This design comes from an exercise in tuning for small area on the open sky130 flow, not from production work.
Only simulation tests tie the RTL to the original design; equivalence was not proved.
Power and IR drop assume default switching activity.

## JK
Design Ahbmli, start of the top module:
module Ahbmli(input clk, input reset,
    input [31:0] io_jtag_haddr,
    input  io_jtag_hwrite,
    input [2:0] io_jtag_hsize,
    input [2:0] io_jtag_hburst,
    input [3:0] io_jtag_hprot,
    input [1:0] io_jtag_htrans,
    input  io_jtag_hmastlock,
    input [31:0] io_jtag_hwdata,
    output[31:0] io_jtag_hrdata,
    output io_jtag_hready,
    output io_jtag_hresp,
    input [31:0] io_dmem_haddr,
    input  io_dmem_hwrite,
    input [2:0] io_dmem_hsize,
    input [2:0] io_dmem_hburst,
    input [3:0] io_dmem_hprot,
    input [1:0] io_dmem_htrans,
    input  io_dmem_hmastlock,
    input [31:0] io_dmem_hwdata,
    output[31:0] io_dmem_hrdata,
    output io_dmem_hready,
    output io_dmem_hresp,
    input [31:0] io_imem_haddr,
    input  io_imem_hwrite,
    input [2:0] io_imem_hsize,
    input [2:0] io_imem_hburst,
    input [3:0] io_imem_hprot,
    input [1:0] io_imem_htrans,
    input  io_imem_hmastlock,
    input [31:0] io_imem_hwdata,
    output[31:0] io_imem_hrdata,
    output io_imem_hready,
    output io_imem_hresp,
    output[31:0] io_datamem_haddr,
    output io_datamem_hwrite,
    output[2:0] io_datamem_hsize,
    output[2:0] io_datamem_hburst,
    output[3:0] io_datamem_hprot,
    output[1:0] io_datamem_htrans,
    output io_datamem_hmastlock,
    output[31:0] io_datamem_hwdata,
    input [31:0] io_datamem_hrdata,
    output io_datamem_hsel,
    output io_datamem_hreadyin,
    input  io_datamem_hreadyout,
    input  io_datamem_hresp,
    output[31:0] io_codemem_haddr,
    output io_codemem_hwrite,
    output[2:0] io_codemem_hsize,
    output[2:0] io_codemem_hburst,
    output[3:0] io_codemem_hprot,
    output[1:0] io_codemem_htrans,
    output io_codemem_hmastlock,
    output[31:0] io_codemem_hwdata,
    input [31:0] io_codemem_hrdata,
    output io_codemem_hsel,
    output io_codemem_hreadyin,
    input  io_codemem_hreadyout,
    input  io_codemem_hresp
);
Size in the first run: roughly 1000 cells after synthesis, ~0.0088 mm^2 of cells after synthesis.
export LEC_CHECK = 0
export CAP_MARGIN = 20
export CORE_MARGIN = 2
export CORE_UTILIZATION = 40
export SLEW_MARGIN = 20
create_clock -name core_clock -period 8.0 [get_ports {clk}]
standard.sh (not shown) runs the stock make flow with config.mk's settings and CLKGATE_MAP_FILE= SYNTH_SCRIPT=/design/flow/synth_recipe.tcl, a recipe that flattens the netlist after the stock synthesis.
==> flow/flow/run.sh <==
#!/bin/bash
# Standard ORFS layout, except that the port buffers are the smallest buffer
# cell (buf_1) rather than the one buffer_ports picks by default.
set -euo pipefail
export BUFFER_PORTS_ARGS="-buffer_cell sky130_fd_sc_hd__buf_1"
bash standard.sh > make.log 2>&1
JK never completed; the flow aborted with a tool error in 3_2_place_iop.
Here is what was changed in the inputs of MS compared with JK.
- DIE_AREA newly set to 0 0 260 100
- CORE_MARGIN removed (was 2)
- CORE_UTILIZATION removed (was 40)
- PLACE_DENSITY newly set to 0.72
- CORE_AREA newly set to 2 2 258 98
==> flow/run.sh (new file) <==
#!/bin/bash
# synth_recipe.tcl (not shown) runs the flow's synth.tcl, then flattens the netlist and writes it again
# the make line also repeats each setting of config.mk as NAME=value (left out here)
make -C /OpenROAD-flow-scripts/flow DESIGN_CONFIG=/design/flow/config.mk WORK_HOME=/design/flow/orfs CLKGATE_MAP_FILE= SYNTH_SCRIPT=/design/flow/synth_recipe.tcl finish
removed: flow/flow/run.sh
removed: flow/standard.sh
==> notes.md <==
MS finished every step from synthesis to the final layout, and the layout passed the timing, design-rule and antenna checks. Post-synthesis compound-gate area fraction came out exactly the same in MS and JK. Post-synthesis average cell area: JK vs MS identical. In terms of number of instances in the synthesized netlist, JK and MS differ only marginally. Delta (MS minus JK): height of the chip saw a decrease; floorplan row count saw a decrease. | sequential cell area fraction in the yosys report | JK vs MS | ≈ equal |. Going from JK to MS, horizontal die dimension grew by more than half. Going from JK to MS, share of synthesized flip-flops with an asynchronous set or reset essentially unchanged, initial standard-cell utilization of the core now smaller.
What AL does differently from MS at the input level:
- a change of DIE_AREA from 0 0 260 100 to 0 0 280 110
- a change of PLACE_DENSITY from 0.72 to 0.6
- a change of CORE_AREA from 2 2 258 98 to 2 2 278 108
==> flow/flow/run.sh (new file) <==
#!/bin/bash
# Layout flow: the standard synthesis, its combinational logic mapped again
# for area (flip-flops untouched), then the standard ORFS layout with the
# smallest buffer cell (buf_1) on the ports.
set -euo pipefail
HERE=$(pwd)
RES=$HERE/orfs/results/$FLOW_PLATFORM/Ahbmli/base
export BUFFER_PORTS_ARGS="-buffer_cell sky130_fd_sc_hd__buf_1"

bash standard.sh synth > make_synth.log 2>&1

cp $RES/1_2_yosys.v $HERE/1_2_yosys.std.v
export RS_LIB=$FLOW_HOME/platforms/$FLOW_PLATFORM/lib/sky130_fd_sc_hd__tt_025C_1v80.lib
export RS_IN=$HERE/1_2_yosys.std.v RS_OUT=$HERE/1_2_yosys.rs.v RS_TOP=$FLOW_TOP
export RS_SCRIPT=$HERE/flow/area.abc
yosys -c $HERE/flow/resynth.tcl > resynth.log 2>&1
cp $RS_OUT $RES/1_2_yosys.v
rm -f $RES/1_synth.odb $RES/1_synth.sdc

bash standard.sh > make.log 2>&1
==> flow/flow/area.abc (new file) <==
strash; dch -f; amap -F 5; stime -p
==> flow/flow/resynth.tcl (new file) <==
# Re-map the combinational logic of the standard synthesis netlist for area.
# The flip-flops are kept as they are (same instances, names and cells); only
# the gates between them are mapped again with an area-oriented ABC script.
set lib $::env(RS_LIB)
yosys read_liberty -ignore_miss_func $lib
yosys blackbox sky130_fd_sc_hd__dfxtp_1 sky130_fd_sc_hd__conb_1
yosys read_verilog $::env(RS_IN)
yosys hierarchy -top $::env(RS_TOP)
yosys flatten
yosys opt -purge
# drop the cell models; the cells ABC maps to are then library blackboxes
yosys hierarchy -top $::env(RS_TOP)
yosys delete sky130_fd_sc_hd__dfxtp_1 sky130_fd_sc_hd__conb_1
yosys read_liberty -lib $lib
set dont {}
foreach c {*probe* *lpflow* *clkbuf* *clkinv* *dlygate* *dlymetal* *clkdlybuf* *bleeder* *dfxbp* *sdf* *edf*} {
  lappend dont -dont_use $c
}
yosys abc -liberty $lib {*}$dont -script $::env(RS_SCRIPT)
yosys opt_clean -purge
yosys hilomap -singleton -hicell sky130_fd_sc_hd__conb_1 HI -locell sky130_fd_sc_hd__conb_1 LO
yosys splitnets
yosys opt_clean -purge
yosys check -assert -mapped
yosys tee -o $::env(RS_OUT).stat stat -liberty $lib
# left out here: hide names made inside functions
yosys write_verilog -noattr -nohex -nodec $::env(RS_OUT)
==> flow/standard.sh (new file) <==
#!/bin/bash
# synth_recipe.tcl (not shown) runs the flow's synth.tcl, then flattens the netlist and writes it again
# the make line also repeats each setting of config.mk as NAME=value (left out here)
make -C /OpenROAD-flow-scripts/flow DESIGN_CONFIG=/design/flow/config.mk WORK_HOME=/design/flow/orfs CLKGATE_MAP_FILE= SYNTH_SCRIPT=/design/flow/synth_recipe.tcl "${@:-finish}"
removed: flow/run.sh
Notes after the runs:
AL: no failed stages, no open violations at the end. Taking MS as the reference, in AL met1 usage went down 8.8 points; power in the clock group went up about 5%; detailed-router iteration count before antenna repair went up 8. MS was routed with fewer vias than AL. AL vs MS, clock power share went down by 5.7 points. Between MS and AL, the global routing usage on met3 is lower for MS. From MS to AL the numbers moved as follows: global router's overall resource usage shows a reduction of 4.9 points, final-layout clock buffer total shows a reduction of 2.
The inputs of TR differ from those of AL as listed below.
diff --git a/flow/flow/run.sh b/flow/flow/run.sh
--- a/flow/flow/run.sh
+++ b/flow/flow/run.sh
@@ -2,9 +2,11 @@
 # Layout flow: the standard synthesis, its combinational logic mapped again
 # for area (flip-flops untouched), then the standard ORFS layout with the
-# smallest buffer cell (buf_1) on the ports.
+# smallest buffer cell (buf_1) on the ports and a clock tree of fewer,
+# smaller buffers without dummy loads.
 set -euo pipefail
 HERE=$(pwd)
 RES=$HERE/orfs/results/$FLOW_PLATFORM/Ahbmli/base
 export BUFFER_PORTS_ARGS="-buffer_cell sky130_fd_sc_hd__buf_1"
+export CTS_ARGS="-sink_clustering_enable -repair_clock_nets -root_buf sky130_fd_sc_hd__clkbuf_8 -buf_list sky130_fd_sc_hd__clkbuf_8 -dont_use_dummy_load -sink_clustering_size 40 -sink_clustering_max_diameter 120"
 
 bash standard.sh synth > make_synth.log 2>&1
--- outcome ---
The power dissipated in the clock network number comes out lower for TR vs AL.
met3 usage in global routing, AL and TR, lower one = AL.
On worst hold slack, AL and TR are basically level.
Overall fraction of global-route tracks in use: TR vs AL — no meaningful difference
Changes observed in TR relative to AL: clock-buffer cell count neither gained nor lost much, total power lost 13%, summed area of non-filler cells in the final layout lost 3.2%, wire length reported by the detailed router lost 0.54%, gate count of the mapped netlist neither gained nor lost much.

## port drivers added, routing unchanged
No port has a modelled driver above. Below, the same layouts with a new extraction and two added sets of constraints.
Step 1, drivers: a clkbuf_16 drives clk and a buf_2 each remaining input, both assumed.
Step 2 also shifts input and output timing later by t, the mid clock arrival at the registers, as if the neighbouring blocks saw the same clock.
Slacks: no drivers / after step 1 / after step 2; pairs: no drivers / after step 1.
run | t, ns | setup slack, ns | worst slew at a driven data input, ns
MS | 0.439 | 1.467 / 1.429 / 1.429 | 0.11
AL | 0.475 | 2.058 / 2.031 / 2.031 | 0.17
TR | 0.498 | 1.973 / 1.947 / 1.947 | 0.19
After both steps every run listed still meets setup and hold. For MS, which loses most, drivers alone change the setup slack by -0.038 ns; drivers and shift together by -0.038 ns.
